Background: an optimization exercise with open tools, aiming at small area, a short achievable clock period and few clock cycles. Do not read the settings as production practice.
Only simulation tests tie the RTL to the original design; equivalence was not proved.

Design ControladorRedimensionamento, start of the top module:
module ControladorRedimensionamento #(
    parameter LARGURA_ORIG = 320,
    parameter ALTURA_ORIG  = 240,
    parameter MAX_LARGURA  = 640,
    parameter MAX_ALTURA   = 480
)(
    input  wire        clk,
    input  wire        rst,
    input  wire        start,
    input  wire [1:0]  algoritmo,
    input  wire [1:0]  zoom_select,
    input  wire [7:0]  pixel_in,
    input  wire [7:0]  red_pixel,
    input  wire [8:0]  janela_x_inicio,
    input  wire [7:0]  janela_y_inicio,
    input  wire [10:0] janela_largura,
    input  wire [9:0]  janela_altura,
    output reg  [16:0] rom_addr,
    output reg  [16:0] ram_addr,
    output reg  [7:0]  pixel_out,
    output reg         wren,
    output reg         done
);
    reg        st_r;
    reg [1:0]  p_alg, p_k;
    reg [8:0]  p_jx, p_w;
    reg [7:0]  p_jy, p_h;
    always @(posedge clk) begin
        p_alg <= algoritmo;
        p_k   <= zoom_select;
        p_w   <= janela_largura[8:0];
        p_h   <= janela_altura[7:0];
    end
  ...
For scale: roughly 1600 cells after synthesis, about 210 flip-flops, ~0.014 mm^2 of cells after synthesis.
==> flow/config.mk <==
export PLATFORM = sky130hd
export DESIGN_NAME = ControladorRedimensionamento
export DESIGN_NICKNAME = ControladorRedimensionamento
export VERILOG_FILES = /design/flow/design.v
export SDC_FILE = /design/flow/constraint.sdc
export NUM_CORES = 4
export LEC_CHECK = 0
export ABC_AREA = 1
export CAP_MARGIN = 20
export CORE_MARGIN = 2
export CORE_UTILIZATION = 65
export CTS_BUF_LIST = sky130_fd_sc_hd__clkbuf_16
export CTS_CLUSTER_DIAMETER = 120
export CTS_CLUSTER_SIZE = 22
export SLEW_MARGIN = 20
==> flow/constraint.sdc <==
create_clock -name core_clock -period 85.0 [get_ports {clk}]
set_input_delay 17.0000 -clock core_clock [delete_from_list [all_inputs] [get_ports {clk}]]
set_output_delay 17.0000 -clock core_clock [all_outputs]
set_load 0.01 [all_outputs]
standard.sh (not shown) runs the stock make flow with config.mk's settings and CLKGATE_MAP_FILE= SYNTH_SCRIPT=/design/flow/synth_recipe.tcl, a recipe that flattens the netlist after the stock synthesis.
==> flow/flow/run.sh <==
#!/bin/bash
# Layout flow: the standard ORFS flow (standard.sh, all steps), except
#  - the buffers buffer_ports puts on every input and output port are
#    sky130_fd_sc_hd__buf_1 cells;
#  - clock tree synthesis runs with the settings of config.mk and without
#    dummy loads.
# The make output goes to standard_flow.log; ORFS keeps each step's own log
# under orfs/logs/.
set -euo pipefail
cd "$(dirname "${BASH_SOURCE[0]}")/.."
export BUFFER_PORTS_ARGS="-buffer_cell sky130_fd_sc_hd__buf_1"
export CTS_ARGS="-sink_clustering_enable -repair_clock_nets -sink_clustering_size 22 -sink_clustering_max_diameter 120 -buf_list sky130_fd_sc_hd__clkbuf_16 -dont_use_dummy_load"
bash standard.sh > standard_flow.log 2>&1
Testbench counts at the start, summed over its fixed seeds: cycles 327,894.
Next try:
==> flow/flow/run.sh (replaced) <==
#!/bin/bash
# Layout flow: the standard ORFS flow (standard.sh, all steps), except
# that the buffers buffer_ports puts on every input and output port are
# sky130_fd_sc_hd__buf_1 cells. The make output goes to standard_flow.log;
# ORFS keeps each step's own log under orfs/logs/.
set -euo pipefail
cd "$(dirname "${BASH_SOURCE[0]}")/.."
export BUFFER_PORTS_ARGS="-buffer_cell sky130_fd_sc_hd__buf_1"
bash standard.sh > standard_flow.log 2>&1
- CTS_CLUSTER_DIAMETER: 120 -> 100
- CTS_CLUSTER_SIZE: 22 -> 20
What happened: The changed run passed the timing, design-rule and antenna checks. Routed wire length increases by about 0.7%. Non-clock buffer count stays the same. Final area grows by 0.58%. Synthesized area does not change. Setup slack degrades by 25 ps. Maximum frequency barely changes. Via count is about the same. Sequential cell count does not change. Worst hold slack stays flat.
Next try:
- CTS_CLUSTER_DIAMETER: 100 -> 120
- CTS_CLUSTER_SIZE: 20 -> 22
After rerunning:
- The new run passed the timing, design-rule and antenna checks
- sequential share of layout area increases by 0.13 points
- register-to-register slack improved by 40 ps
- core utilization came out lower by 0.24 points

* * *

Another version of the RTL of ControladorRedimensionamento (not shown whole).
Size in the first run: roughly 1900 cells after synthesis, ~110 I/O pins.
export LEC_CHECK = 0
export ABC_AREA = 1
export CAP_MARGIN = 20
export CORE_MARGIN = 2
export CORE_UTILIZATION = 40
export CTS_BUF_LIST = sky130_fd_sc_hd__clkbuf_16
export CTS_CLUSTER_DIAMETER = 100
export CTS_CLUSTER_SIZE = 20
export SLEW_MARGIN = 20
create_clock -name core_clock -period 85.0 [get_ports {clk}]
run.sh (not shown) runs the stock make flow with config.mk's settings and CLKGATE_MAP_FILE= SYNTH_SCRIPT=/design/flow/synth_recipe.tcl, a recipe that flattens the netlist after the stock synthesis.
Stock flow here: none of the scripts above is used.
Testbench counts at the start, summed over its fixed seeds: cycles 327,894.
Rerun with:
==> flow/flow/run.sh (new file) <==
#!/bin/bash
# Layout flow: the standard ORFS flow (standard.sh, all steps), except
# that the buffers buffer_ports puts on every input and output port are
# sky130_fd_sc_hd__buf_1 cells. The make output goes to standard_flow.log;
# ORFS keeps each step's own log under orfs/logs/.
set -euo pipefail
cd "$(dirname "${BASH_SOURCE[0]}")/.."
export BUFFER_PORTS_ARGS="-buffer_cell sky130_fd_sc_hd__buf_1"
bash standard.sh > standard_flow.log 2>&1
==> flow/standard.sh (new file) <==
#!/bin/bash
# synth_recipe.tcl (not shown) runs the flow's synth.tcl, then flattens the netlist and writes it again
# the make line also repeats each setting of config.mk as NAME=value (left out here)
make -C /OpenROAD-flow-scripts/flow DESIGN_CONFIG=/design/flow/config.mk WORK_HOME=/design/flow/orfs CLKGATE_MAP_FILE= SYNTH_SCRIPT=/design/flow/synth_recipe.tcl "${@:-finish}"
removed: flow/run.sh
Synthesized cell count stays the same.
Hold slack is worse by 0.0040 ns.
Clock-buffer cell count is unchanged.
Wire length goes down by 1.4%.
Design area goes down by 3.4%.
Sequential share of layout area goes up by 1.0 points.
Area after synthesis stays the same.

==> what the ideal ports hide <==
The results above use ideal ports. As a check the final layouts listed here were re-extracted and re-timed, cells and wires unchanged.
Step 1, drivers: a clkbuf_16 drives clk and a buf_2 each remaining input, both assumed.
Step 2, shift: input delay + t, output delay - t, t = (earliest + latest rising clock arrival at the registers) / 2. This alone moves slack from input paths to output paths.
Three values: ideal, step 1, step 2; two values: the first two.
run | shift t [ns] | slack for setup (ns) | hold slack, ns
the first run of note 1 | 0.510 | 66.995 / 66.945 / 67.455 | 0.453 / 0.453 / 0.453
the second run of note 1 | 0.530 | 66.970 / 66.921 / 67.452 | 0.455 / 0.455 / 0.455
the third run of note 1 | 0.512 | 66.987 / 66.938 / 67.449 | 0.457 / 0.457 / 0.457
the first run of note 2 | 0.546 | 66.508 / 66.456 / 66.454 | 0.469 / 0.469 / 0.469
the second run of note 2 | 0.545 | 66.881 / 66.830 / 66.811 | 0.465 / 0.465 / 0.465
After both steps every run listed still meets setup and hold. For the second run of note 2, which loses most, drivers alone change the setup slack by -0.051 ns; drivers and shift together by -0.070 ns. The worst setup slack also covers recovery checks on asynchronous resets.
